This is an optimization exercise on Yosys and OpenROAD, whose aim is small area, a short achievable clock period and few clock cycles, not a production implementation.
The RTL was checked by simulation tests, not by an equivalence proof against the original design.
Power and IR drop assume default switching activity.

## config.mk

```make
export PLATFORM = sky130hd
export DESIGN_NAME = mips
export DESIGN_NICKNAME = mips
export VERILOG_FILES = /design/flow/design.v
export SDC_FILE = /design/flow/constraint.sdc
export NUM_CORES = 4
export LEC_CHECK = 0
export CAP_MARGIN = 20
export CORE_MARGIN = 2
export CORE_UTILIZATION = 40
export PLACE_DENSITY = 0.6
export SLEW_MARGIN = 20
```

## constraint.sdc

```tcl
create_clock -name core_clock -period 20.0 [get_ports {clk}]
set_input_delay 4.0000 -clock core_clock [delete_from_list [all_inputs] [get_ports {clk}]]
set_output_delay 4.0000 -clock core_clock [all_outputs]
set_load 0.01 [all_outputs]
```

## design.v

```verilog
`timescale 1ns / 1ps
module ALU (
    input      [31:0] A,
    input      [31:0] B,
    input      [ 3:0] aluOp,
    input      [ 4:0] shamt,
    output reg [31:0] R
);
  always @(*) begin
    case (aluOp)
      4'd0: R = A + B;
      4'd1: R = A - B;
      4'd2: R = A & B;
      4'd3: R = A | B;
      4'd4: R = A ^ B;
      4'd5: R = ~(A | B);
      4'd6: R = B << shamt;
      4'd7: R = B >> shamt;
      4'd8: R = ($signed(B)) >>> shamt;
      4'd9: R = (A < B) ? 32'd1 : 32'd0;   
      4'd10: R = ($signed(A) < $signed(B)) ? 32'd1 : 32'd0;   
      4'd11: R = {B[15:0], {16{1'b0}}};   
      default: R = 32'd0;
    endcase
  end
endmodule
`timescale 1ns / 1ps
module CMP (
    input      [31:0] A,
    input      [31:0] B,
    input      [ 2:0] branchType,
    output reg        branchEn
);
  always @(*) begin
    case (branchType)
      3'd0: begin
        branchEn = 0;
      end
      3'd1: begin
        if (A == B) begin
          branchEn = 1;
        end else begin
          branchEn = 0;
        end
      end
      3'd2: begin
        if ($signed(A) > 0) begin
          branchEn = 1;
        end else begin
          branchEn = 0;
        end
      end
      3'd3: begin
        if ($signed(A) <= 0) begin
          branchEn = 1;
        end else begin
          branchEn = 0;
        end
      end
      3'd4: begin
        if ($signed(A) >= 0) begin
          branchEn = 1;
        end else begin
          branchEn = 0;
        end
      end
      3'd5: begin
        if ($signed(A) < 0) begin
          branchEn = 1;
        end else begin
          branchEn = 0;
        end
      end
      3'd6: begin
        if (A == B) begin
          branchEn = 0;
        end else begin
          branchEn = 1;
        end
      end
      default: branchEn = 0;
    endcase
  end
endmodule
`timescale 1ns / 1ps
module Controller (
    input  [31:0] nInstr,
    input  [ 5:0] op,
    input  [ 5:0] fn,
    output [ 1:0] regDst,
    output        aluSrc,
    output        regWrite,
    output        memRead,
    output        memWrite,
    output [ 2:0] memToR,
    output [ 1:0] extOp,
    output [ 2:0] branchType,
    output [ 2:0] jumpOp,
    output [ 3:0] aluOp,
    output        isShamt,
    output [ 2:0] mudiOp,
    output        hiWrite,
    output        loWrite,
    output        hiRead,
    output        loRead,
    output        start,
    output [ 2:0] loadOp,
    output [ 1:0] storeOp
);
  wire nInstr_20_16;
  assign nInstr_20_16 = nInstr[20:16];
  reg Addu, Subu, Sub, Add, And, Or, Xor, Nor, Sll, Sllv, Slt, Sltu, Sra, Srav, Srl, Srlv;
  reg Jr, Jalr, Jal, J;
  reg Lui, Ori, Addi, Addiu, Andi, Xori, Slti, Sltiu;
  reg Beq, Bne, Bgtz, Blez, Bgez, Bltz;
  reg Mfhi, Mflo;
  reg Mthi, Mtlo;
  reg Mult, Multu, Div, Divu;
  reg Lw, Lb, Lbu, Lh, Lhu;
  reg Sw, Sb, Sh;
  reg Nop;
  always @(*) begin
    Addu  = 0;
    Subu  = 0;
    Sub   = 0;
    Add   = 0;
    And   = 0;
    Or    = 0;
    Xor   = 0;
    Nor   = 0;
    Sll   = 0;
    Sllv  = 0;
    Slt   = 0;
    Sltu  = 0;
    Sra   = 0;
    Srav  = 0;
    Srl   = 0;
    Srlv  = 0;
    Beq   = 0;
    Bne   = 0;
    Bgtz  = 0;
    Blez  = 0;
    Bgez  = 0;
    Bltz  = 0;
    Jr    = 0;
    Jalr  = 0;
    Jal   = 0;
    J     = 0;
    Sw    = 0;
    Sb    = 0;
    Sh    = 0;
    Lw    = 0;
    Lb    = 0;
    Lbu   = 0;
    Lh    = 0;
    Lhu   = 0;
    Mfhi  = 0;
    Mflo  = 0;
    Mthi  = 0;
    Mtlo  = 0;
    Mult  = 0;
    Multu = 0;
    Div   = 0;
    Divu  = 0;
    Lui   = 0;
    Ori   = 0;
    Addi  = 0;
    Addiu = 0;
    Andi  = 0;
    Xori  = 0;
    Slti  = 0;
    Sltiu = 0;
    Nop   = 0;
    case (op)
      6'b000000: begin
        case (fn)
          6'b100001: Addu = 1;
          6'b100011: Subu = 1;
          6'b100010: Sub = 1;
          6'b100000: Add = 1;
          6'b100100: And = 1;
          6'b100101: Or = 1;
          6'b100110: Xor = 1;
          6'b100111: Nor = 1;
          6'b000000: begin
            if (nInstr != 32'b0) Sll = 1;
            else Nop = 1;
          end
          6'b000100: Sllv = 1;
          6'b101010: Slt = 1;
          6'b101011: Sltu = 1;
          6'b000011: Sra = 1;
          6'b000111: Srav = 1;
          6'b000010: Srl = 1;
          6'b000110: Srlv = 1;
          6'b001000: Jr = 1;
          6'b001001: Jalr = 1;
          6'b010000: Mfhi = 1;
          6'b010010: Mflo = 1;
          6'b010001: Mthi = 1;
          6'b010011: Mtlo = 1;
          6'b011000: Mult = 1;
          6'b011001: Multu = 1;
          6'b011010: Div = 1;
          6'b011011: Divu = 1;
          default: Nop = 1;
        endcase
      end
      6'b000100: Beq = 1;
      6'b000101: Bne = 1;
      6'b000111: Bgtz = 1;
      6'b000110: Blez = 1;
      6'b000001: begin
        if (nInstr_20_16 == 5'b0) Bltz = 1;
        else if (nInstr_20_16 == 5'b1) Bgez = 1;
      end
      6'b001111: Lui = 1;
      6'b001101: Ori = 1;
      6'b001000: Addi = 1;
      6'b001001: Addiu = 1;
      6'b001100: Andi = 1;
      6'b001110: Xori = 1;
      6'b001010: Slti = 1;
      6'b001011: Sltiu = 1;
      6'b100011: Lw = 1;
      6'b100000: Lb = 1;
      6'b100100: Lbu = 1;
      6'b100001: Lh = 1;
      6'b100101: Lhu = 1;
      6'b101011: Sw = 1;
      6'b101000: Sb = 1;
      6'b101001: Sh = 1;
      6'b000010: J = 1;
      6'b000011: Jal = 1;
      default: Nop = 1;
    endcase
  end
  wire cali, calr, calmudi, store, load, branch, jump1, jump2, writehl, readhl;
  assign cali = Lui | Ori | Addi | Addiu | Andi | Xori | Slti | Sltiu;
  assign calr = Add | Addu | Sub | Subu | And | Or | Xor | Nor | Sll | Sllv | Sra | Srav | Srl | Srlv | Slt | Sltu;
  assign calmudi = Mult | Multu | Div | Divu;
  assign readhl = Mflo | Mfhi;
  assign writehl = Mthi | Mtlo;
  assign jump1 = Jalr | Jr;
  assign jump2 = J | Jal;
  assign branch = Beq | Bgtz | Blez | Bgez | Bltz | Bne;
  assign load = Lw | Lb | Lbu | Lh | Lhu;
  assign store = Sw | Sb | Sh;
  assign regDst = (calr | Jalr | readhl) ? 2'b01 : (Jal) ? 2'b10 : 2'b00;
  assign regWrite = calr | cali | readhl | Jal | Jalr | load;
  assign memWrite = store;
  assign aluSrc = cali | store | load;
  assign memRead = load;
  assign extOp = (Xori | Andi | Ori) ? 2'b00 : 2'b01;
  assign memToR = (load) ? 3'b001 : (Jal | Jalr) ? 3'b010 : (Mfhi | Mflo) ? 3'b011 : 3'b000;
  assign branchType = Beq ? 3'b001 : Bgtz ? 3'b010 : Blez ? 3'b011 : Bgez ? 3'b100 : Bltz ? 3'b101 : Bne ? 3'b110 : 3'b000;
  assign jumpOp = branch ? 3'b001 : jump2 ? 3'b010 : jump1 ? 3'b011 : 3'b000;
  assign aluOp =  (Addu||Add||Addi||Addiu||load||store)?4'b0000:
    (Subu|Sub)?4'b0001:
    (And|Andi)?4'b0010:
						 (Ori|Or)?4'b0011:
						 (Xor|Xori)?4'b0100:
              (Nor)?4'b0101:
						 (Sll|Sllv)?4'b0110:
						 (Srl|Srlv)?4'b0111:
						 (Sra|Srav)?4'b1000:
             (Sltu|Sltiu)?4'b1001:
						 (Slt|Slti)?4'b1010:
						 (Lui)?4'b1011:
						 4'b0000;
  assign isShamt = Srl | Sra | Sll;
  assign loadOp = Lbu ? 3'b001 : Lb ? 3'b010 : Lhu ? 3'b011 : Lh ? 3'b100 : 3'b000;
  assign storeOp = Sh ? 2'b01 : Sb ? 2'b10 : 2'b00;
  assign start = calmudi;
  assign mudiOp = Mult ? 3'b000 : Multu ? 3'b001 : Div ? 3'b010 : Divu ? 3'b011 : 3'b000;
  assign hiRead = Mfhi;
  assign loRead = Mflo;
  assign hiWrite = Mthi;
  assign loWrite = Mtlo;
endmodule
`timescale 1ns / 1ps
module DM (
    input             clk,
    input             reset,
    input             WE,
    input             RE,
    input      [ 1:0] storeOp,
    input      [ 2:0] loadOp,
    input      [31:0] A,
    input      [31:0] m_data_rdata,
    output reg [ 3:0] writeBytesEn,
    output reg [31:0] RD
);
  reg     [31:0] ram   [0:4095];
  wire    [11:0] addr;
  integer        i;
  wire    [ 1:0] A_1_0;
  assign A_1_0 = A[1:0];
  always @(*) begin
    if (WE == 1'b0 || reset) begin
      writeBytesEn = 4'b0000;
    end else begin
      writeBytesEn = 4'b0000;
      case (storeOp)
        2'd0: begin   
          writeBytesEn = 4'b1111;
        end
        2'd1: begin   
          writeBytesEn = (A_1_0[1] == 1'b1) ? 4'b1100 : 4'b0011;
        end
        2'd2: begin   
          writeBytesEn = (A_1_0 == 2'b00) ? 4'b0001 : (A_1_0 == 2'b01) ? 4'b0010 : (A_1_0 == 2'b10) ? 4'b0100 : (A_1_0 == 2'b11) ? 4'b1000 : 4'b0000;
        end
        default: begin
          writeBytesEn = 4'b0000;
        end
      endcase
    end
  end
  always @(*) begin
    if (RE == 1) begin
      case (loadOp)
        3'd0: begin   
          RD = m_data_rdata;
        end
        3'd1: begin   
          case (A_1_0)
            2'b00:   RD = {{24{1'b0}}, m_data_rdata[7:0]};
            2'b01:   RD = {{24{1'b0}}, m_data_rdata[15:8]};
            2'b10:   RD = {{24{1'b0}}, m_data_rdata[23:16]};
            2'b11:   RD = {{24{1'b0}}, m_data_rdata[31:24]};
            default: RD = 32'b0;
          endcase
        end
        3'd2: begin   
          case (A_1_0)
            2'b00:   RD = {{24{m_data_rdata[7]}}, m_data_rdata[7:0]};
            2'b01:   RD = {{24{m_data_rdata[15]}}, m_data_rdata[15:8]};
            2'b10:   RD = {{24{m_data_rdata[23]}}, m_data_rdata[23:16]};
            2'b11:   RD = {{24{m_data_rdata[31]}}, m_data_rdata[31:24]};
            default: RD = 32'b0;
          endcase
        end
        3'd3: begin   
          case (A_1_0[1])
            1'b0: RD = {{16{1'b0}}, m_data_rdata[15:0]};
            1'b1: RD = {{16{1'b0}}, m_data_rdata[31:16]};
            default: RD = 32'b0;
          endcase
        end
        3'd4: begin   
          case (A_1_0[1])
            1'b0: RD = {{16{m_data_rdata[15]}}, m_data_rdata[15:0]};
            1'b1: RD = {{16{m_data_rdata[31]}}, m_data_rdata[31:16]};
            default: RD = 32'b0;
          endcase
        end
        default: RD = 32'b0;
      endcase
    end else begin
      RD = 32'b0;
    end
  end
endmodule
`timescale 1ns / 1ps
module EXT (
    input      [15:0] dataIn,
    input      [ 1:0] extOp,
    output reg [31:0] dataOut
);
  always @(*) begin
    if (extOp == 2'b00) begin
      dataOut = {{16{1'b0}}, dataIn};
    end else if (extOp == 2'b01) begin
      dataOut = {{16{dataIn[15]}}, dataIn};
    end else begin
      dataOut = 0;
    end
  end
endmodule
`timescale 1ns / 1ps
module EX_MEM (
    input             clk,
    input             reset,
    input             enable,
    input      [31:0] E_nInstr,
    input      [31:0] E_pc,
    input      [31:0] E_pcPlus4,
    input      [31:0] E_pcPlus8,
    input      [31:0] E_rtData,
    input      [31:0] E_aluRes,
    input      [31:0] E_extImm,
    input      [31:0] E_hiloData,
    output reg [31:0] nInstr_M,
    output reg [31:0] pc_M,
    output reg [31:0] pcPlus4_M,
    output reg [31:0] pcPlus8_M,
    output reg [31:0] rtData_M,
    output reg [31:0] aluRes_M,
    output reg [31:0] extImm_M,
    output reg [31:0] hiloData_M
);
  always @(posedge clk) begin
    if (reset) begin
      nInstr_M   <= 0;
      pc_M       <= 32'h00003000;
      pcPlus4_M  <= 32'h00003004;
      pcPlus8_M  <= 32'h00003008;
      rtData_M   <= 0;
      aluRes_M   <= 0;
      extImm_M   <= 0;
      hiloData_M <= 0;
    end else if (enable) begin
      nInstr_M   <= E_nInstr;
      pc_M       <= E_pc;
      pcPlus4_M  <= E_pcPlus4;
      pcPlus8_M  <= E_pcPlus8;
      rtData_M   <= E_rtData;
      aluRes_M   <= E_aluRes;
      extImm_M   <= E_extImm;
      hiloData_M <= E_hiloData;
    end
  end
endmodule
`timescale 1ns / 1ps
module GRF (
    input         clk,
    input         reset,
    input         WE,
    input  [ 4:0] A1,
    input  [ 4:0] A2,
    input  [ 4:0] A3,
    input  [31:0] WD,
    input  [31:0] pc,
    output [31:0] RD1,
    output [31:0] RD2
);
  reg     [31:0] regfile[0:31];
  integer        i;
  always @(posedge clk) begin
    if (reset == 1'b1) begin
      for (i = 0; i < 32; i = i + 1) begin
        regfile[i] <= 32'd0;
      end
    end else begin
      if (WE == 1'b1) begin
        if (A3 != 5'd0) begin
          regfile[A3] <= WD;
        end else begin
          regfile[0] <= 32'd0;
        end
      end
    end
  end
  assign RD1 = (WE == 1 && A3 != 5'd0 && A3 == A1) ? WD : regfile[A1];
  assign RD2 = (WE == 1 && A3 != 5'd0 && A3 == A2) ? WD : regfile[A2];
endmodule
`timescale 1ns / 1ps
module Haz_Decoder (
    input      [31:0] nInstr,
    output            cali,
    output            calr,
    output            calmudi,
    output            store,
    output            load,
    output            branch,
    output            writehl,
    output            readhl,
    output            allmudi,
    output reg        Jr,
    output reg        Jalr,
    output reg        Jal
);
  wire nInstr_20_16;
  assign nInstr_20_16 = nInstr[20:16];
  reg Addu, Subu, Sub, Add, And, Or, Xor, Nor, Sll, Sllv, Slt, Sltu, Sra, Srav, Srl, Srlv;
  reg J;
  reg Lui, Ori, Addi, Addiu, Andi, Xori, Slti, Sltiu;
  reg Beq, Bne, Bgtz, Blez, Bgez, Bltz;
  reg Mfhi, Mflo;
  reg Mthi, Mtlo;
  reg Mult, Multu, Div, Divu;
  reg Lw, Lb, Lbu, Lh, Lhu;
  reg Sw, Sb, Sh;
  reg Nop;
  always @(*) begin
    Addu  = 0;
    Subu  = 0;
    Sub   = 0;
    Add   = 0;
    And   = 0;
    Or    = 0;
    Xor   = 0;
    Nor   = 0;
    Sll   = 0;
    Sllv  = 0;
    Slt   = 0;
    Sltu  = 0;
    Sra   = 0;
    Srav  = 0;
    Srl   = 0;
    Srlv  = 0;
    Beq   = 0;
    Bne   = 0;
    Bgtz  = 0;
    Blez  = 0;
    Bgez  = 0;
    Bltz  = 0;
    Jr    = 0;
    Jalr  = 0;
    Jal   = 0;
    J     = 0;
    Sw    = 0;
    Sb    = 0;
    Sh    = 0;
    Lw    = 0;
    Lb    = 0;
    Lbu   = 0;
    Lh    = 0;
    Lhu   = 0;
    Mfhi  = 0;
    Mflo  = 0;
    Mthi  = 0;
    Mtlo  = 0;
    Mult  = 0;
    Multu = 0;
    Div   = 0;
    Divu  = 0;
    Lui   = 0;
    Ori   = 0;
    Addi  = 0;
    Addiu = 0;
    Andi  = 0;
    Xori  = 0;
    Slti  = 0;
    Sltiu = 0;
    Nop   = 0;
    case (nInstr[31:26])
      6'b000000: begin
        case (nInstr[5:0])
          6'b100001: Addu = 1;
          6'b100011: Subu = 1;
          6'b100010: Sub = 1;
          6'b100000: Add = 1;
          6'b100100: And = 1;
          6'b100101: Or = 1;
          6'b100110: Xor = 1;
          6'b100111: Nor = 1;
          6'b000000: begin
            if (nInstr != 32'b0) Sll = 1;
            else Nop = 1;
          end
          6'b000100: Sllv = 1;
          6'b101010: Slt = 1;
          6'b101011: Sltu = 1;
          6'b000011: Sra = 1;
          6'b000111: Srav = 1;
          6'b000010: Srl = 1;
          6'b000110: Srlv = 1;
          6'b001000: Jr = 1;
          6'b001001: Jalr = 1;
          6'b010000: Mfhi = 1;
          6'b010010: Mflo = 1;
          6'b010001: Mthi = 1;
          6'b010011: Mtlo = 1;
          6'b011000: Mult = 1;
          6'b011001: Multu = 1;
          6'b011010: Div = 1;
          6'b011011: Divu = 1;
          default: Nop = 1;
        endcase
      end
      6'b000100: Beq = 1;
      6'b000101: Bne = 1;
      6'b000111: Bgtz = 1;
      6'b000110: Blez = 1;
      6'b000001: begin
        if (nInstr_20_16 == 5'b0) Bltz = 1;
        else if (nInstr_20_16 == 5'b1) Bgez = 1;
      end
      6'b001111: Lui = 1;
      6'b001101: Ori = 1;
      6'b001000: Addi = 1;
      6'b001001: Addiu = 1;
      6'b001100: Andi = 1;
      6'b001110: Xori = 1;
      6'b001010: Slti = 1;
      6'b001011: Sltiu = 1;
      6'b100011: Lw = 1;
      6'b100000: Lb = 1;
      6'b100100: Lbu = 1;
      6'b100001: Lh = 1;
      6'b100101: Lhu = 1;
      6'b101011: Sw = 1;
      6'b101000: Sb = 1;
      6'b101001: Sh = 1;
      6'b000010: J = 1;
      6'b000011: Jal = 1;
      default: Nop = 1;
    endcase
  end
  assign cali    = Lui | Ori | Addi | Addiu | Andi | Xori | Slti | Sltiu;
  assign calr    = Add | Addu | Sub | Subu | And | Or | Xor | Nor | Sll | Sllv | Sra | Srav | Srl | Srlv | Slt | Sltu;
  assign calmudi = Mult | Multu | Div | Divu;
  assign readhl  = Mflo | Mfhi;
  assign writehl = Mthi | Mtlo;
  assign branch  = Beq | Bgtz | Blez | Bgez | Bltz | Bne;
  assign load    = Lw | Lb | Lbu | Lh | Lhu;
  assign store   = Sw | Sb | Sh;
  assign allmudi = calmudi | readhl | writehl;
endmodule
`timescale 1ns / 1ps
module Haz_Processor (
    input  [31:0] D_nInstr,
    input  [31:0] E_nInstr,
    input  [31:0] M_nInstr,
    input  [31:0] W_nInstr,
    input         busy,
    output        enableIFU,
    output        enableD,
    output        clearE,
    output [ 2:0] DrsSel,
    output [ 2:0] DrtSel,
    output [ 2:0] ErsSel,
    output [ 2:0] ErtSel,
    output [ 2:0] MrtSel
);
  wire [4:0] rsD, rsE, rtD, rtE, rsM, rtM, rdM, rsW, rtW, rdW, rdE;
  assign rsD = D_nInstr[25:21];
  assign rtD = D_nInstr[20:16];
  assign rsE = E_nInstr[25:21];
  assign rdE = E_nInstr[15:11];
  assign rtE = E_nInstr[20:16];
  assign rsM = M_nInstr[25:21];
  assign rtM = M_nInstr[20:16];
  assign rdM = M_nInstr[15:11];
  assign rsW = W_nInstr[25:21];
  assign rtW = W_nInstr[20:16];
  assign rdW = W_nInstr[15:11];
  wire branchD, calrD, caliD, loadD, storeD, jrD, jalD, jalrD, allmudiD, calmudiD, readhlD, writehlD;
  Haz_Decoder D_Decoder (
      .nInstr (D_nInstr),
      .cali   (caliD),
      .calr   (calrD),
      .calmudi(calmudiD),
      .store  (storeD),
      .load   (loadD),
      .branch (branchD),
      .writehl(writehlD),
      .readhl (readhlD),
      .allmudi(allmudiD),
      .Jr     (jrD),
      .Jalr   (jalrD),
      .Jal    (jalD)
  );
  wire branchE, calrE, caliE, loadE, storeE, jrE, jalE, jalrE, allmudiE, calmudiE, readhlE;
  Haz_Decoder E_Decoder (
      .nInstr (E_nInstr),
      .cali   (caliE),
      .calr   (calrE),
      .calmudi(calmudiE),
      .store  (storeE),
      .load   (loadE),
      .branch (branchE),
      .readhl (readhlE),
      .allmudi(allmudiE),
      .Jr     (jrE),
      .Jalr   (jalrE),
      .Jal    (jalE)
  );
  wire branchM, calrM, caliM, loadM, storeM, jrM, jalM, jalrM, allmudiM, calmudiM, readhlM;
  Haz_Decoder M_Decoder (
      .nInstr (M_nInstr),
      .cali   (caliM),
      .calr   (calrM),
      .calmudi(calmudiM),
      .store  (storeM),
      .load   (loadM),
      .branch (branchM),
      .readhl (readhlM),
      .allmudi(allmudiM),
      .Jr     (jrM),
      .Jalr   (jalrM),
      .Jal    (jalM)
  );
  wire branchW, calrW, caliW, loadW, storeW, jrW, jalW, jalrW, allmudiW, calmudiW, readhlW;
  Haz_Decoder W_Decoder (
      .nInstr (W_nInstr),
      .cali   (caliW),
      .calr   (calrW),
      .calmudi(calmudiW),
      .store  (storeW),
      .load   (loadW),
      .branch (branchW),
      .readhl (readhlW),
      .allmudi(allmudiW),
      .Jr     (jrW),
      .Jalr   (jalrW),
      .Jal    (jalW)
  );
  wire stall_rs;
  wire stall_rt;
  wire stall_mudi;
  wire stall;
  assign stall_rt = (branchD && loadE && rtE == rtD && rtD) || (branchD && caliE && rtE == rtD && rtD) || (branchD && calrE && rdE == rtD && rtD) || (branchD && loadM && rtM == rtD && rtD) || (calrD && loadE && rtD == rtE && rtE) || (calmudiD && loadE && rtD == rtE && rtD);
  assign stall_rs = (branchD && loadE && rtE == rsD && rsD) ||
                        (branchD && caliE && rtE == rsD && rsD) ||
                        (branchD && calrE && rdE == rsD && rsD) ||
                        (branchD && loadM && rtM == rsD && rsD) ||
                        (calrD && loadE && rsD == rtE && rsD) ||
                        (caliD && loadE && rsD == rtE && rsD) ||
                        (loadD && loadE && rsD == rtE && rsD) ||
                        (storeD && loadE && rsD == rtE && rsD) ||
                        (calmudiD && loadE && rsD==rtE && rsD) ||
                        (jrD && loadE && rtE == rsD && rsD) ||
                        (jrD && caliE && rtE == rsD && rsD) ||
                        (jrD && calrE && rdE == rsD && rsD) ||
                        (jrD && loadM && rtM == rsD && rsD)||
                        ((jalrD || writehlD) && loadE && rtE == rsD && rsD)||
                        (jalrD && caliE && rtE==rsD && rsD)||
                        (jalrD && calrE && rdE==rsD && rsD)||
                        (jalrD && loadM && rtM==rsD && rsD);
  assign stall_mudi = (allmudiD && busy) || (allmudiD && calmudiE);
  assign stall = stall_rs || stall_rt || stall_mudi;
  assign enableIFU = ~stall;
  assign enableD = ~stall;
  assign clearE = stall;
  assign DrsSel = (rsD == rdE && readhlE && rsD) ? 1 : (rsD == 5'd31 && jalE && rsD || rsD == rdE && jalrE && rsD) ? 2 : (rsD == rtM && (caliM||loadM) && rsD) || (rsD == rdM && calrM && rsD) ? 3 : (rsD == 5'd31 && jalM && rsD || rsD == rdM&& jalrM && rsD) ? 4 : (rsD==rdM && readhlM && rsD)? 5 :(rsD == rtW && (loadW || caliW) && rsD) || (rsD == rdW && calrW && rsD) || (rsD==rdW && readhlW && rsD)? 6 : (rsD == 31 && jalW && rsD|| rsD==rdW && jalrW && rsD) ? 7 : 0;
  assign DrtSel = (rtD == rdE && readhlE && rtD) ? 1 : (rtD == 5'd31 && jalE && rtD || rtD == rdE && jalrE && rtD) ? 2 : (rtD == rtM && (caliM||loadM) && rtD) || (rtD == rdM && calrM && rtD) ? 3 : (rtD == 5'd31 && jalM && rtD || rtD == rdM&& jalrM && rtD) ? 4 : (rtD==rdM && readhlM && rtD)? 5 :(rtD == rtW && (loadW || caliW) && rtD) || (rtD == rdW && calrW && rtD) || (rtD==rdW && readhlW && rtD)? 6 : (rtD == 31 && jalW && rtD|| rtD==rdW && jalrW && rtD) ? 7 : 0;
  assign ErsSel = (rsE == rtM && (caliM || loadM) && rsE) || (rsE == rdM && calrM && rsE) ? 1 : (rsE == 31 && jalM && rsE || rsE == rdM && jalrM && rsE) ? 2 : (rsE == rdM && readhlM && rsE ) ? 3 : (rsE == rtW && (loadW || caliW) && rsE) || (rsE == rdW && calrW && rsE) || (rsE == rdW && readhlW && rsE) ? 4 : (rsE == 31 && jalW && rsE||rsE == rdW && jalrW && rsE) ? 5 : 0;
  assign ErtSel = (rtE == rtM && (caliM || loadM) && rtE) || (rtE == rdM && calrM && rtE) ? 1 : (rtE == 31 && jalM && rtE || rtE == rdM && jalrM && rtE) ? 2 : (rtE == rdM && readhlM && rtE ) ? 3 : (rtE == rtW && (loadW || caliW) && rtE) || (rtE == rdW && calrW && rtE) || (rtE == rdW && readhlW && rtE) ? 4 : (rtE == 31 && jalW && rtE||rtE == rdW && jalrW && rtE) ? 5 : 0;
  assign MrtSel = (rtM == rtW && (loadW || caliW) && rtM) || (rtM == rdW && calrW && rtM) || (rtM == rdW && readhlW && rtM) ? 1 : (rtM == 31 && jalW && rtM || rtM == rdW && jalrW && rtM) ? 2 : 0;
endmodule
`timescale 1ns / 1ps
module ID_EX (
    input             clk,
    input             reset,
    input             enable,
    input      [31:0] D_nInstr,
    input      [31:0] D_pc,
    input      [31:0] D_pcPlus4,
    input      [31:0] D_pcPlus8,
    input      [31:0] D_RD1,
    input      [31:0] D_RD2,
    input      [31:0] D_dataOut,
    output reg [31:0] nInstr_E,
    output reg [31:0] pc_E,
    output reg [31:0] pcPlus4_E,
    output reg [31:0] pcPlus8_E,
    output reg [31:0] rsData_E,
    output reg [31:0] rtData_E,
    output reg [31:0] extImm_E
);
  always @(posedge clk) begin
    if (reset) begin
      nInstr_E  <= 0;
      pc_E      <= 32'h00003000;
      pcPlus4_E <= 32'h00003004;
      pcPlus8_E <= 32'h00003008;
      rsData_E  <= 0;
      rtData_E  <= 0;
      extImm_E  <= 0;
    end else if (enable) begin
      nInstr_E  <= D_nInstr;
      pc_E      <= D_pc;
      pcPlus4_E <= D_pcPlus4;
      pcPlus8_E <= D_pcPlus8;
      rsData_E  <= D_RD1;
      rtData_E  <= D_RD2;
      extImm_E  <= D_dataOut;
    end
  end
endmodule
`timescale 1ns / 1ps
module IFU (
    input             clk,
    input             reset,
    input             enable,
    input             branchEn,
    input      [15:0] offset,
    input      [25:0] instr_index,
    input      [31:0] rsIn,
    input      [31:0] D_pcPlus4,
    input      [ 2:0] jumpOp,
    output reg [31:0] pc
);
  reg [31:0] rom  [0:4095];
  reg [31:0] pc_;
  reg [11:0] addr;
  reg [31:0] npc;
  always @(*) begin
    case (jumpOp)
      3'd0: begin
        npc = pc + 4;
      end
      3'd1: begin
        if (branchEn == 1'b1) begin
          npc = D_pcPlus4 + ({{16{offset[15]}}, offset} << 2);
        end else begin
          npc = pc + 4;
        end
      end
      3'd2: begin
        npc = {D_pcPlus4[31:28], instr_index, {2{1'b0}}};
      end
      3'd3: begin
        npc = rsIn;
      end
      default: npc = pc + 4;
    endcase
  end
  always @(posedge clk) begin
    if (reset == 1'b1) begin
      pc <= 32'h00003000;
    end else if (enable) begin
      pc <= npc;
    end
  end
endmodule
`timescale 1ns / 1ps
module IF_ID (
    input             clk,
    input             reset,
    input             enable,
    input      [31:0] F_pc,
    input      [31:0] F_nInstr,
    output reg [31:0] pc_D,
    output reg [31:0] pcPlus4_D,
    output reg [31:0] pcPlus8_D,
    output reg [31:0] nInstr_D
);
  always @(posedge clk) begin
    if (reset == 1) begin
      pc_D      <= 32'h00003000;
      pcPlus4_D <= 32'h00003004;
      pcPlus8_D <= 32'h00003008;
      nInstr_D  <= 32'h00000000;
    end else if (enable) begin
      pc_D      <= F_pc;
      pcPlus4_D <= F_pc + 4;
      pcPlus8_D <= F_pc + 8;
      nInstr_D  <= F_nInstr;
    end
  end
endmodule
`timescale 1ns / 1ps
module MEM_WB (
    input             clk,
    input             reset,
    input             enable,
    input      [31:0] M_nInstr,
    input      [31:0] M_pc,
    input      [31:0] M_pcPlus4,
    input      [31:0] M_pcPlus8,
    input      [31:0] M_rtData,
    input      [31:0] M_aluRes,
    input      [31:0] M_extImm,
    input      [31:0] M_dmData,
    input      [31:0] M_hiloData,
    output reg [31:0] nInstr_W,
    output reg [31:0] pc_W,
    output reg [31:0] pcPlus4_W,
    output reg [31:0] pcPlus8_W,
    output reg [31:0] rtData_W,
    output reg [31:0] aluRes_W,
    output reg [31:0] extImm_W,
    output reg [31:0] dmData_W,
    output reg [31:0] hiloData_W
);
  always @(posedge clk) begin
    if (reset) begin
      nInstr_W   <= 0;
      pc_W       <= 32'h00003000;
      pcPlus4_W  <= 32'h00003004;
      pcPlus8_W  <= 32'h00003008;
      rtData_W   <= 0;
      aluRes_W   <= 0;
      extImm_W   <= 0;
      dmData_W   <= 0;
      hiloData_W <= 0;
    end else if (enable) begin
      nInstr_W   <= M_nInstr;
      pc_W       <= M_pc;
      pcPlus4_W  <= M_pcPlus4;
      pcPlus8_W  <= M_pcPlus8;
      rtData_W   <= M_rtData;
      aluRes_W   <= M_aluRes;
      extImm_W   <= M_extImm;
      dmData_W   <= M_dmData;
      hiloData_W <= M_hiloData;
    end
  end
endmodule
`timescale 1ns / 1ps
module MUDI_Processor (
    input              clk,
    input              reset,
    input       [31:0] A,
    input       [31:0] B,
    input              start,
    input       [ 2:0] mudiOp,
    input              hiWrite,
    input              loWrite,
    input              hiRead,
    input              loRead,
    output reg  [31:0] HI,
    output reg  [31:0] LO,
    output wire        busy,
    output wire [31:0] mudiRD
);
  reg [31:0] hi;
  reg [31:0] lo;
  reg [ 5:0] cnt;
  reg        isDiv;
  reg        negQ;
  reg        negR;
  reg [31:0] dvsr;
  wire [32:0] trial = {hi, lo[31]} - {1'b0, dvsr};
  wire [31:0] absA = (mudiOp == 3'd2 && A[31]) ? (~A + 32'd1) : A;
  wire [31:0] absB = (mudiOp == 3'd2 && B[31]) ? (~B + 32'd1) : B;
  always @(posedge clk) begin
    if (reset) begin
      HI    = 0;
      LO    = 0;
      hi    = 0;
      lo    = 0;
      cnt   = 0;
      isDiv = 0;
      negQ  = 0;
      negR  = 0;
      dvsr  = 0;
    end else if (start) begin
      case (mudiOp)
        3'd0: begin
          {hi, lo} <= $signed(A) * $signed(B);
          cnt      <= 5;
          isDiv    <= 0;
        end
        3'd1: begin
          {hi, lo} <= A * B;
          cnt      <= 5;
          isDiv    <= 0;
        end
        3'd2, 3'd3: begin
          hi    <= 0;
          lo    <= absA;
          dvsr  <= absB;
          negQ  <= (mudiOp == 3'd2) && (A[31] ^ B[31]);
          negR  <= (mudiOp == 3'd2) && A[31];
          isDiv <= 1;
          cnt   <= 33;
        end
      endcase
    end else if (hiWrite) begin
      HI <= A;
    end else if (loWrite) begin
      LO <= A;
    end else if (cnt != 0) begin
      if (cnt == 6'd1) begin
        if (isDiv) begin
          LO <= negQ ? (~lo + 32'd1) : lo;
          HI <= negR ? (~hi + 32'd1) : hi;
        end else begin
          LO <= lo;
          HI <= hi;
        end
      end else if (isDiv) begin
        if (!trial[32]) begin
          hi <= trial[31:0];
          lo <= {lo[30:0], 1'b1};
        end else begin
          hi <= {hi[30:0], lo[31]};
          lo <= {lo[30:0], 1'b0};
        end
      end
      cnt <= cnt - 1;
    end
  end
  assign busy   = (start || (cnt) != 0) ? 1 : 0;
  assign mudiRD = (hiRead) ? HI : (loRead) ? LO : 0;
endmodule
`timescale 1ns / 1ps
module regDst_sel (
    input      [4:0] rt,
    input      [4:0] rd,
    input      [1:0] regDst,
    output reg [4:0] A3
);
  always @(*) begin
    case (regDst)
      2'b00: begin
        A3 = rt;
      end
      2'b01: begin
        A3 = rd;
      end
      2'b10: begin
        A3 = 5'd31;
      end
      default: begin
        A3 = 5'd0;
      end
    endcase
  end
endmodule
module aluSrc_sel (
    input  [31:0] RD2,
    input  [31:0] dataOut,
    input         aluSrc,
    output [31:0] B
);
  assign B = (aluSrc) ? dataOut : RD2;
endmodule
module memToR_sel (
    input      [31:0] aluRes,
    input      [31:0] dmData,
    input      [31:0] W_pcPlus8,
    input      [31:0] W_hiloData,
    input      [ 2:0] memToR,
    output reg [31:0] WD
);
  always @(*) begin
    case (memToR)
      3'b000: begin
        WD = aluRes;
      end
      3'b001: begin
        WD = dmData;
      end
      3'b010: begin
        WD = W_pcPlus8;
      end
      3'b011: begin
        WD = W_hiloData;
      end
      default: begin
        WD = 0;
      end
    endcase
  end
endmodule
module isShamt_sel (
    input  [4:0] shamt,
    input  [4:0] rs_4_0,
    input        isShamt,
    output [4:0] shamtData
);
  assign shamtData = (isShamt == 1) ? shamt : rs_4_0;
endmodule
`timescale 1ns / 1ps
module Drs_fsel (
    input      [ 2:0] DrsSel,
    input      [31:0] RD1,
    input      [31:0] E_pcPlus8,
    input      [31:0] M_aluRes,
    input      [31:0] M_pcPlus8,
    input      [31:0] WD,
    input      [31:0] W_pcPlus8,
    input      [31:0] E_hiloData,
    input      [31:0] M_hiloData,
    output reg [31:0] Drs_f
);
  always @(*) begin
    case (DrsSel)
      3'd0: Drs_f = RD1;
      3'd1: Drs_f = E_hiloData;
      3'd2: Drs_f = E_pcPlus8;
      3'd3: Drs_f = M_aluRes;
      3'd4: Drs_f = M_pcPlus8;
      3'd5: Drs_f = M_hiloData;
      3'd6: Drs_f = WD;
      3'd7: Drs_f = W_pcPlus8;
      default: Drs_f = 0;
    endcase
  end
endmodule
module Drt_fsel (
    input      [ 2:0] DrtSel,
    input      [31:0] RD2,
    input      [31:0] E_pcPlus8,
    input      [31:0] M_aluRes,
    input      [31:0] M_pcPlus8,
    input      [31:0] WD,
    input      [31:0] W_pcPlus8,
    input      [31:0] E_hiloData,
    input      [31:0] M_hiloData,
    output reg [31:0] Drt_f
);
  always @(*) begin
    case (DrtSel)
      3'd0: Drt_f = RD2;
      3'd1: Drt_f = E_hiloData;
      3'd2: Drt_f = E_pcPlus8;
      3'd3: Drt_f = M_aluRes;
      3'd4: Drt_f = M_pcPlus8;
      3'd5: Drt_f = M_hiloData;
      3'd6: Drt_f = WD;
      3'd7: Drt_f = W_pcPlus8;
      default: Drt_f = 0;
    endcase
  end
endmodule
module Ers_fsel (
    input      [ 2:0] ErsSel,
    input      [31:0] E_rsData,
    input      [31:0] M_aluRes,
    input      [31:0] M_pcPlus8,
    input      [31:0] WD,
    input      [31:0] W_pcPlus8,
    input      [31:0] M_hiloData,
    output reg [31:0] Ers_f
);
  always @(*) begin
    case (ErsSel)
      3'd0: Ers_f = E_rsData;
      3'd1: Ers_f = M_aluRes;
      3'd2: Ers_f = M_pcPlus8;
      3'd3: Ers_f = M_hiloData;
      3'd4: Ers_f = WD;
      3'd5: Ers_f = W_pcPlus8;
      default: Ers_f = 0;
    endcase
  end
endmodule
module Ert_fsel (
    input      [ 2:0] ErtSel,
    input      [31:0] E_rtData,
    input      [31:0] M_aluRes,
    input      [31:0] M_pcPlus8,
    input      [31:0] WD,
    input      [31:0] W_pcPlus8,
    input      [31:0] M_hiloData,
    output reg [31:0] Ert_f
);
  always @(*) begin
    case (ErtSel)
      3'd0: Ert_f = E_rtData;
      3'd1: Ert_f = M_aluRes;
      3'd2: Ert_f = M_pcPlus8;
      3'd3: Ert_f = M_hiloData;
      3'd4: Ert_f = WD;
      3'd5: Ert_f = W_pcPlus8;
      default: Ert_f = 0;
    endcase
  end
endmodule
module Mrt_fsel (
    input      [ 2:0] MrtSel,
    input      [31:0] M_rtData,
    input      [31:0] WD,
    input      [31:0] W_pcPlus8,
    output reg [31:0] Mrt_f
);
  always @(*) begin
    case (MrtSel)
      3'd0: Mrt_f = M_rtData;
      3'd1: Mrt_f = WD;
      3'd2: Mrt_f = W_pcPlus8;
      default: Mrt_f = 0;
    endcase
  end
endmodule
`timescale 1ns / 1ps
module mips (
    input          reset,
    input          clk,
    input  [ 31:0] i_inst_rdata,
    input  [ 31:0] m_data_rdata,
    output [ 31:0] i_inst_addr,
    output [ 31:0] m_data_addr,
    output [ 31:0] m_data_wdata,
    output [3 : 0] m_data_byteen,
    output [ 31:0] m_inst_addr,
    output         w_grf_we,
    output [  4:0] w_grf_addr,
    output [ 31:0] w_grf_wdata,
    output [ 31:0] w_inst_addr
);
  wire enableIFU, branchEn;
  wire [31:0] Drs_f, pcPlus4_D, nInstr_F, nInstr_D, pc_F;
  wire [2:0] jumpOpD;
  assign nInstr_F = i_inst_rdata;
  IFU mips_IFU (
      .clk        (clk),
      .reset      (reset),
      .enable     (enableIFU),
      .branchEn   (branchEn),
      .offset     (nInstr_D[15:0]),
      .instr_index(nInstr_D[25:0]),
      .rsIn       (Drs_f),
      .D_pcPlus4  (pcPlus4_D),
      .jumpOp     (jumpOpD),
      .pc         (pc_F)
  );
  assign i_inst_addr = reset ? 32'h00003000 : pc_F;
  wire enableD;
  wire [31:0] pc_D, pcPlus8_D;
  IF_ID mips_Dreg (
      .clk      (clk),
      .reset    (reset),
      .enable   (enableD),
      .F_pc     (pc_F),
      .F_nInstr (nInstr_F),
      .pc_D     (pc_D),
      .pcPlus4_D(pcPlus4_D),
      .pcPlus8_D(pcPlus8_D),
      .nInstr_D (nInstr_D)
  );
  wire [1:0] regDstD, extOpD;
  wire [2:0] branchTypeD;
  Controller mips_CtrlD (
      .nInstr    (nInstr_D),
      .op        (nInstr_D[31:26]),
      .fn        (nInstr_D[5:0]),
      .regDst    (regDstD),
      .extOp     (extOpD),
      .jumpOp    (jumpOpD),
      .branchType(branchTypeD)
  );
  wire [31:0] RD1, RD2, WD, pc_W;
  wire [4:0] A3;
  wire       regWriteW;
  assign w_grf_we    = reset ? 1'b0 : regWriteW;
  assign w_grf_addr  = reset ? 5'd0 : A3;
  assign w_grf_wdata = reset ? 32'd0 : WD;
  assign w_inst_addr = reset ? 32'h00003000 : pc_W;
  GRF mips_GRF (
      .clk  (clk),
      .reset(reset),
      .WE   (regWriteW),
      .A1   (nInstr_D[25:21]),
      .A2   (nInstr_D[20:16]),
      .A3   (A3),
      .WD   (WD),
      .pc   (pc_W),
      .RD1  (RD1),
      .RD2  (RD2)
  );
  wire [31:0] extImmD;
  EXT mips_EXT (
      .dataIn (nInstr_D[15:0]),
      .extOp  (extOpD),
      .dataOut(extImmD)
  );
  wire [31:0] Drt_f;
  CMP mips_CMP (
      .A         (Drs_f),
      .B         (Drt_f),
      .branchType(branchTypeD),
      .branchEn  (branchEn)
  );
  wire clearE;
  wire [31:0] nInstr_E, pc_E, pcPlus4_E, pcPlus8_E, rsData_E, rtData_E, extImm_E;
  ID_EX mips_Ereg (
      .clk      (clk),
      .reset    (reset || clearE),
      .enable   (1'b1),
      .D_nInstr (nInstr_D),
      .D_pc     (pc_D),
      .D_pcPlus4(pcPlus4_D),
      .D_pcPlus8(pcPlus8_D),
      .D_RD1    (Drs_f),
      .D_RD2    (Drt_f),
      .D_dataOut(extImmD),
      .nInstr_E (nInstr_E),
      .pc_E     (pc_E),
      .pcPlus4_E(pcPlus4_E),
      .pcPlus8_E(pcPlus8_E),
      .rsData_E (rsData_E),
      .rtData_E (rtData_E),
      .extImm_E (extImm_E)
  );
  wire aluSrcE, isShamtE, hiWriteE, loWriteE, hiReadE, loReadE, startE;
  wire [2:0] memToRE, mudiOpE;
  wire [3:0] aluOpE;
  Controller mips_CtrlE (
      .nInstr (nInstr_E),
      .op     (nInstr_E[31:26]),
      .fn     (nInstr_E[5:0]),
      .aluSrc (aluSrcE),
      .aluOp  (aluOpE),
      .isShamt(isShamtE),
      .mudiOp (mudiOpE),
      .hiWrite(hiWriteE),
      .loWrite(loWriteE),
      .hiRead (hiReadE),
      .loRead (loReadE),
      .start  (startE),
      .memToR (memToRE)
  );
  wire [31:0] Ert_f, B;
  aluSrc_sel mips_aluSrc_sel (
      .RD2    (Ert_f),
      .dataOut(extImm_E),
      .aluSrc (aluSrcE),
      .B      (B)
  );
  wire [31:0] Ers_f, aluResE;
  wire       zero;
  wire [4:0] shamtE;
  isShamt_sel mips_isShamt_sel (
      .shamt    (nInstr_E[10:6]),
      .rs_4_0   (Ers_f[4:0]),
      .isShamt  (isShamtE),
      .shamtData(shamtE)
  );
  ALU mips_ALU (
      .A    (Ers_f),
      .B    (B),
      .aluOp(aluOpE),
      .shamt(shamtE),
      .R    (aluResE)
  );
  wire busyE;
  wire [31:0] HIE, LOE, hiloDataE;
  MUDI_Processor mips_MUDIP (
      .clk    (clk),
      .reset  (reset),
      .A      (Ers_f),
      .B      (Ert_f),
      .start  (startE),
      .mudiOp (mudiOpE),
      .hiWrite(hiWriteE),
      .loWrite(loWriteE),
      .hiRead (hiReadE),
      .loRead (loReadE),
      .HI     (HIE),
      .LO     (LOE),
      .busy   (busyE),
      .mudiRD (hiloDataE)
  );
  wire [31:0] hiloData_M, nInstr_M, pc_M, pcPlus4_M, pcPlus8_M, rtData_M, aluRes_M, extImm_M;
  EX_MEM mips_Mreg (
      .clk       (clk),
      .reset     (reset),
      .enable    (1'b1),
      .E_nInstr  (nInstr_E),
      .E_pc      (pc_E),
      .E_pcPlus4 (pcPlus4_E),
      .E_pcPlus8 (pcPlus8_E),
      .E_rtData  (Ert_f),
      .E_aluRes  (aluResE),
      .E_extImm  (extImm_E),
      .E_hiloData(hiloDataE),
      .nInstr_M  (nInstr_M),
      .pc_M      (pc_M),
      .pcPlus4_M (pcPlus4_M),
      .pcPlus8_M (pcPlus8_M),
      .rtData_M  (rtData_M),
      .aluRes_M  (aluRes_M),
      .extImm_M  (extImm_M),
      .hiloData_M(hiloData_M)
  );
  wire memReadM, memWriteM;
  wire [1:0] storeOpM;
  wire [2:0] loadOpM;
  Controller mips_CtrlM (
      .nInstr  (nInstr_M),
      .op      (nInstr_M[31:26]),
      .fn      (nInstr_M[5:0]),
      .memRead (memReadM),
      .memWrite(memWriteM),
      .storeOp (storeOpM),
      .loadOp  (loadOpM)
  );
  wire [31:0] Mrt_f, RD;
  assign m_data_wdata = reset ? 32'd0 : (memWriteM && storeOpM == 2'd1) ? {2{Mrt_f[15:0]}} : (memWriteM && storeOpM == 2'd2) ? {4{Mrt_f[7:0]}} : Mrt_f;
  assign m_data_addr  = reset ? 32'd0 : aluRes_M;
  assign m_inst_addr  = reset ? 32'h00003000 : pc_M;
  DM mips_DM (
      .clk         (clk),
      .reset       (reset),
      .WE          (memWriteM),
      .RE          (memReadM),
      .storeOp     (storeOpM),
      .loadOp      (loadOpM),
      .A           (aluRes_M),
      .m_data_rdata(m_data_rdata),
      .writeBytesEn(m_data_byteen),
      .RD          (RD)
  );
  wire [31:0] nInstr_W, pcPlus4_W, pcPlus8_W, rtData_W, aluRes_W, extImm_W, dmData_W, hiloData_W;
  MEM_WB mips_Wreg (
      .clk       (clk),
      .reset     (reset),
      .enable    (1'b1),
      .M_nInstr  (nInstr_M),
      .M_pc      (pc_M),
      .M_pcPlus4 (pcPlus4_M),
      .M_pcPlus8 (pcPlus8_M),
      .M_rtData  (rtData_M),
      .M_aluRes  (aluRes_M),
      .M_extImm  (extImm_M),
      .M_dmData  (RD),
      .M_hiloData(hiloData_M),
      .nInstr_W  (nInstr_W),
      .pc_W      (pc_W),
      .pcPlus4_W (pcPlus4_W),
      .pcPlus8_W (pcPlus8_W),
      .rtData_W  (rtData_W),
      .aluRes_W  (aluRes_W),
      .extImm_W  (extImm_W),
      .dmData_W  (dmData_W),
      .hiloData_W(hiloData_W)
  );
  wire [1:0] regDstW;
  wire [2:0] memToRW;
  Controller mips_CtrlW (
      .nInstr  (nInstr_W),
      .op      (nInstr_W[31:26]),
      .fn      (nInstr_W[5:0]),
      .regDst  (regDstW),
      .regWrite(regWriteW),
      .memToR  (memToRW)
  );
  regDst_sel mips_regDst_sel (
      .rt    (nInstr_W[20:16]),
      .rd    (nInstr_W[15:11]),
      .regDst(regDstW),
      .A3    (A3)
  );
  memToR_sel mips_memToR_sel (
      .aluRes    (aluRes_W),
      .dmData    (dmData_W),
      .W_hiloData(hiloData_W),
      .W_pcPlus8 (pcPlus8_W),
      .memToR    (memToRW),
      .WD        (WD)
  );
  wire [2:0] DrsSel, DrtSel, ErsSel, ErtSel, MrtSel;
  Haz_Processor mips_HazP (
      .D_nInstr (nInstr_D),
      .E_nInstr (nInstr_E),
      .M_nInstr (nInstr_M),
      .W_nInstr (nInstr_W),
      .busy     (busyE),
      .enableIFU(enableIFU),
      .enableD  (enableD),
      .clearE   (clearE),
      .DrsSel   (DrsSel),
      .DrtSel   (DrtSel),
      .ErsSel   (ErsSel),
      .ErtSel   (ErtSel),
      .MrtSel   (MrtSel)
  );
  Drs_fsel mips_Drs_fsel (
      .DrsSel    (DrsSel),
      .RD1       (RD1),
      .E_pcPlus8 (pcPlus8_E),
      .M_aluRes  (aluRes_M),
      .M_pcPlus8 (pcPlus8_M),
      .WD        (WD),
      .W_pcPlus8 (pcPlus8_W),
      .E_hiloData(hiloDataE),
      .M_hiloData(hiloData_M),
      .Drs_f     (Drs_f)
  );
  Drt_fsel mips_Drt_fsel (
      .DrtSel    (DrtSel),
      .RD2       (RD2),
      .E_pcPlus8 (pcPlus8_E),
      .M_aluRes  (aluRes_M),
      .M_pcPlus8 (pcPlus8_M),
      .WD        (WD),
      .W_pcPlus8 (pcPlus8_W),
      .E_hiloData(hiloDataE),
      .M_hiloData(hiloData_M),
      .Drt_f     (Drt_f)
  );
  Ers_fsel mips_Ers_fsel (
      .ErsSel    (ErsSel),
      .E_rsData  (rsData_E),
      .M_aluRes  (aluRes_M),
      .M_pcPlus8 (pcPlus8_M),
      .WD        (WD),
      .W_pcPlus8 (pcPlus8_W),
      .M_hiloData(hiloData_M),
      .Ers_f     (Ers_f)
  );
  Ert_fsel mips_Ert_fsel (
      .ErtSel    (ErtSel),
      .E_rtData  (rtData_E),
      .M_aluRes  (aluRes_M),
      .M_pcPlus8 (pcPlus8_M),
      .WD        (WD),
      .W_pcPlus8 (pcPlus8_W),
      .M_hiloData(hiloData_M),
      .Ert_f     (Ert_f)
  );
  Mrt_fsel mips_Mrt_fsel (
      .MrtSel   (MrtSel),
      .M_rtData (rtData_M),
      .WD       (WD),
      .W_pcPlus8(pcPlus8_W),
      .Mrt_f    (Mrt_f)
  );
endmodule
```

## run.sh

```bash
#!/bin/bash
# synth_recipe.tcl (not shown) runs the flow's synth.tcl, then flattens the netlist and writes it again
# the make line also repeats each setting of config.mk as NAME=value (left out here)
make -C /OpenROAD-flow-scripts/flow DESIGN_CONFIG=/design/flow/config.mk WORK_HOME=/design/flow/orfs CLKGATE_MAP_FILE= SYNTH_SCRIPT=/design/flow/synth_recipe.tcl finish
```

==> summary.txt <==
## power groups by stage
stage / clock network, mW / registers [mW] / logic (mW)
6_report: 4.01 / 4.60 / 18.9
2_1_floorplan: 0 / 4.50 / 11.9
3_3_place_gp: 0 / 4.66 / 18.3
4_1_cts: 4.00 / 4.58 / 18.6
3_5_place_dp: 0 / 4.66 / 18.5
5_1_grt: 4.15 / 4.61 / 20.4
## synthesized netlist by cell type (59+ instances only)
library cell / n / area [um^2]
a211oi_1: 242 / 1820
and2_1: 200 / 1250
a221o_1: 68 / 681
nand2_1: 1170 / 4390
fa_1: 1476 / 29500
buf_2: 100 / 500
nand3_1: 154 / 771
a222oi_1: 75 / 751
mux4_2: 639 / 14400
xnor2_1: 306 / 2680
ha_1: 554 / 6930
o211ai_1: 89 / 668
and3_1: 59 / 369
xor2_1: 196 / 1720
mux2_2: 62 / 698
edfxtp_1: 1024 / 30700
inv_1: 1825 / 6850
nor2_1: 2463 / 9250
a22oi_1: 77 / 578
o21ai_0: 357 / 1790
a221oi_1: 125 / 1090
buf_1: 109 / 409
a22o_1: 98 / 858
a21oi_1: 670 / 3350
nor3_1: 163 / 816
nor4_1: 73 / 457
nand2b_1: 79 / 494
nor2b_1: 310 / 1940
clkbuf_1: 912 / 3420
a21o_1: 91 / 683
dfxtp_1: 873 / 17500
a31oi_1: 79 / 494
mux2i_1: 267 / 2670
## per-layer routing
layer / wire length, um / vias to the layer above / global-route usage (%) / share of wire, %
li1: - / 53700 / - / -
met1: 269000 / 66700 / 46.3 / 36
met2: 301000 / 9838 / 51.7 / 41
met3: 102000 / 2466 / 12.8 / 14
met4: 66400 / 86 / 26.2 / 9.0
met5: 690 / - / 0.229 / 0.093
## state kept, by name, indices dropped and copies added (netlist names), 32 cells and up, named ones only
signal	cells
mips_GRF.regfile	1024
mips_Dreg.nInstr_D	32
mips_Dreg.pcPlus8_D	32
mips_Ereg.pcPlus8_E	32
mips_Ereg.rsData_E	32
mips_Ereg.rtData_E	32
mips_IFU.pc	32
mips_MUDIP.HI	32
mips_MUDIP.LO	32
mips_MUDIP.dvsr	32
mips_MUDIP.hi	32
mips_MUDIP.lo	32
mips_Mreg.aluRes_M	32
mips_Mreg.hiloData_M	32
mips_Mreg.nInstr_M	32
mips_Mreg.pcPlus8_M	32
mips_Mreg.rtData_M	32
mips_Wreg.aluRes_W	32
mips_Wreg.dmData_W	32
mips_Wreg.hiloData_W	32
mips_Wreg.nInstr_W	32
mips_Wreg.pcPlus8_W	32
mips_Wreg.pc_W	32
## worst min-delay path by stage
stage / from / endpoint / cells past startpoint
after floorplan: mips_Ereg.pc_E[12] / mips_Mreg.pc_M[12] / 1
after global placement: mips_Ereg.pc_E[13] / mips_Mreg.pc_M[13] / 1
after detailed placement: mips_Ereg.pc_E[13] / mips_Mreg.pc_M[13] / 1
after CTS: mips_Dreg.pcPlus8_D[21] / mips_Ereg.pcPlus8_E[21] / 1
after global routing: mips_Ereg.pc_E[13] / mips_Mreg.pc_M[13] / 1
final: mips_Mreg.nInstr_M[7] / mips_Wreg.nInstr_W[7] / 1
## layout by cell type, fill, tap and decap left out, drive strengths merged, types with 81 or more instances in the layout
cell type / Yosys / layout
nor2: 2464 / 2464
inv: 1830 / 1835
fa: 1476 / 1476
nand2: 1173 / 1173
edfxtp: 1024 / 1024
dfxtp: 873 / 873
a21oi: 673 / 673
mux4: 639 / 639
ha: 554 / 554
buf: 222 / 475
o21ai: 383 / 383
nor2b: 310 / 310
xnor2: 306 / 306
clkbuf: 913 / 287
mux2i: 267 / 267
clkdlybuf4s50: 0 / 266
a211oi: 242 / 242
and2: 203 / 203
xor2: 196 / 196
nor3: 167 / 167
nand3: 154 / 154
a221oi: 149 / 149
a22o: 98 / 98
o211ai: 94 / 94
a21o: 91 / 91
a31oi: 81 / 81
clkinv: 14 / 81
## final cells by class
type                    instances  area share [%]
diodes                         45          0.0645
multi-input cells           11000            57.0
well taps                    5220            3.74
clock buffers                 287            3.42
clock inverters                94           0.518
inverters                    1844            3.97
flip-flops and latches       1897            27.6
repair buffers                741            3.65
## stage by stage
step | util [%] | std cells | worst slack (ps) | power (mW)
floorplan | - | 15800 | 8430 | 16.4
global placement | 42.7 | 20700 | 5110 | 23.0
detailed placement | 42.7 | 20700 | 5400 | 23.1
CTS | 44.5 | 21000 | 5360 | 27.1
global route | 44.5 | 21000 | 4760 | 29.2
finish | 44.5 | 21100 | 5510 | 27.5
## logic make-up after synthesis
logic type      after synthesis
buf+inv                    2980
other cells                   1
compound gates             2497
fa+ha+maj                  2030
simple gates               4923
flops                      1897
mux                         978
xor+xnor                    502
==> results by group <==
Run status
  – Status: finished clean

Power and ir drop
  – Seq pwr share: 16.8%
  – Logic pwr share: 68.7%
  – Clk network pwr share: 14.6%
  – Internal power: 13.1 mW
  – Worst vdd ir: 0.291 mV
  – LEAKAGE: 69.6 nW
  – Psw: 14.4 mW
  – Sw frac: 52.4%
  – P per Cell Area: 157 nW/um^2

STA
  – Slew margin rel.: 8.11%
  – Crit share post-route: 72.4%
  – Sum of negative setup slack: 0 ps
  – Fin. Hold Viols: 0
  – Final setup vio count: 0
  – Period minus WS final: 14,490 ps
  – FMAX: 0.0690 GHz
  – Worst hold-check slack: 399 ps
  – Worst slew pin tran: 1380 ps
  – RSZ-0062 raised after global routing: no
  – Slew Viols, Final: 0
  – Clock skew: 83.2 ps

Layout
  – Area Overhead vs Synth: 10.9%
  – Multi-input logic area: 99,500 um^2
  – Design area: 175,000 um^2
  – Layout Nets: 17,800
  – Sequential cell area: 48,300 um^2
  – # fillers: 37,200
  – Layout cells sized above 1: 11.8%

Floorplanning
  – Initial Util: 40.2%
  – FP Rows: 230
  – Total die area: 399,000 um^2
  – IO Count: 268
  – Die X: 631 um
  – Die Ht: 631 um
  – Core Footprint: 392,000 um^2

Drt
  – Antenna viol nets, final: 0
  – Via count: 133,000
  – WL/cell: 35.1 um
  – DR vias/cell: 6.30
  – DRT iter0 DRCs: 20,200
  – Drt first pass iters: 10
  – Total wire length: 739 mm
  – Final routed DRC violation total: 0

Clock tree
  – Root Buffer: clkbuf_16
  – Post_cts resized: 0
  – Hold-fix buffers, CTS: 0
  – Worst-path clk slew: 60 ps
  – Clock buffer depth: 4
  – Worst-Skew Late Latency: 950 ps
  – Post-CTS Setup Bufs: 0
  – Clock sinks: 1,897
  – Clock tree from TritonCTS: done
  – CTS Buf Count: 213
  – CTS H-tree depth: 4

Global routing
  – First-pass GRT wire length: 1020 mm
  – Largest net degree at the start of global routing: 205
  – Vias in the first global route: 129,000
  – Initial antenna violation count: 93
  – Total track usage: 36.5%
  – Total grt overflow: 0

Place
  – Port Buffers: 267
  – GPL Wtd Cong: 1.07
  – Dpl hpwl: 528 mm
  – Placed inst area: 168,000 um^2

Setup path
  – Worst Path Required: 20,840 ps
  – Crit start category: flop
  – RR Startpoint: mips_Mreg.nInstr_M[28]
  – Worst setup EP type: flop
  – Worst path max stage delay: 670 ps
  – Crit-path slowest cell: clkinv_1
  – Crit Path Max Fanout: 51
  – R2r worst-path depth: 44
  – R2R Setup Slk: 5510 ps
  – Cell depth of the worst setup path: 44
  – Worst path bufs/invs: 9
  – Top cell by count, worst path: fa_1
  – Worst EP arrival: 15,330 ps
  – Delay-heaviest family, CP: compound AO/OA/AOI/OAI gates
  – Worst setup path class: flop to flop
  – Crit path launch: mips_Mreg.nInstr_M[28]
  – Reg2reg end: mips_MUDIP.hi[31]
  – CP endpoint: mips_MUDIP.hi[31]

Yosys
  – Netlist cell types: 123
  – Main synth FF type: edfxtp_1
  – Complex-gate fraction of the synthesized area: 11.0%
  – Synthesized instance count: 15,800
  – Post-synthesis adder-cell area fraction: 23.2%
  – Post-Synth Simple-Gate Area: 13.8%
  – Post-synthesis xor/xnor area fraction: 2.79%
  – Sequential-to-total area share from yosys stat: 30.6%
  – Post-synth EDFFs: 1,024
  – Post-synth ARST share: 0%
  – Mapped cell area: 157,000 um^2
  – Post-synthesis mux area share: 11.4%
  – Largest family of logic cells by synthesized area: adder cells
  – Yosys warns: 20
  – Post-synthesis average cell area: 9.96 um^2
  – FF+latch count, synth: 1,897

Hold path
  – Class of the worst hold path: flop to flop

Run
  – Max-cap viol count: 0
Testbench counts, summed over its fixed seeds: cycles 68,684.

what the ideal ports hide:
Ports are ideal in the flow. The routed layout listed here was re-timed in OpenROAD.
Step 1: set_driving_cell puts a clkbuf_16 on clk and a buf_2 on each other input, an assumption about the parent block.
Step 2 also shifts input and output timing later by t, the mid clock arrival at the registers, as if the neighbouring blocks saw the same clock.
Slacks: no drivers / after step 1 / after step 2; pairs: no drivers / after step 1.
shift t [ns]: 1.010
slack for setup (ns): 5.511 / 5.511 / 5.511
hold WS [ns]: 0.399 / 0.399 / 0.399
clock arrival spread, ns: 0.090 / 0.090
After both steps setup and hold are still met in this run. The setup slack of this run moves by 0.000 ns with the drivers and by 0.000 ns with both steps.
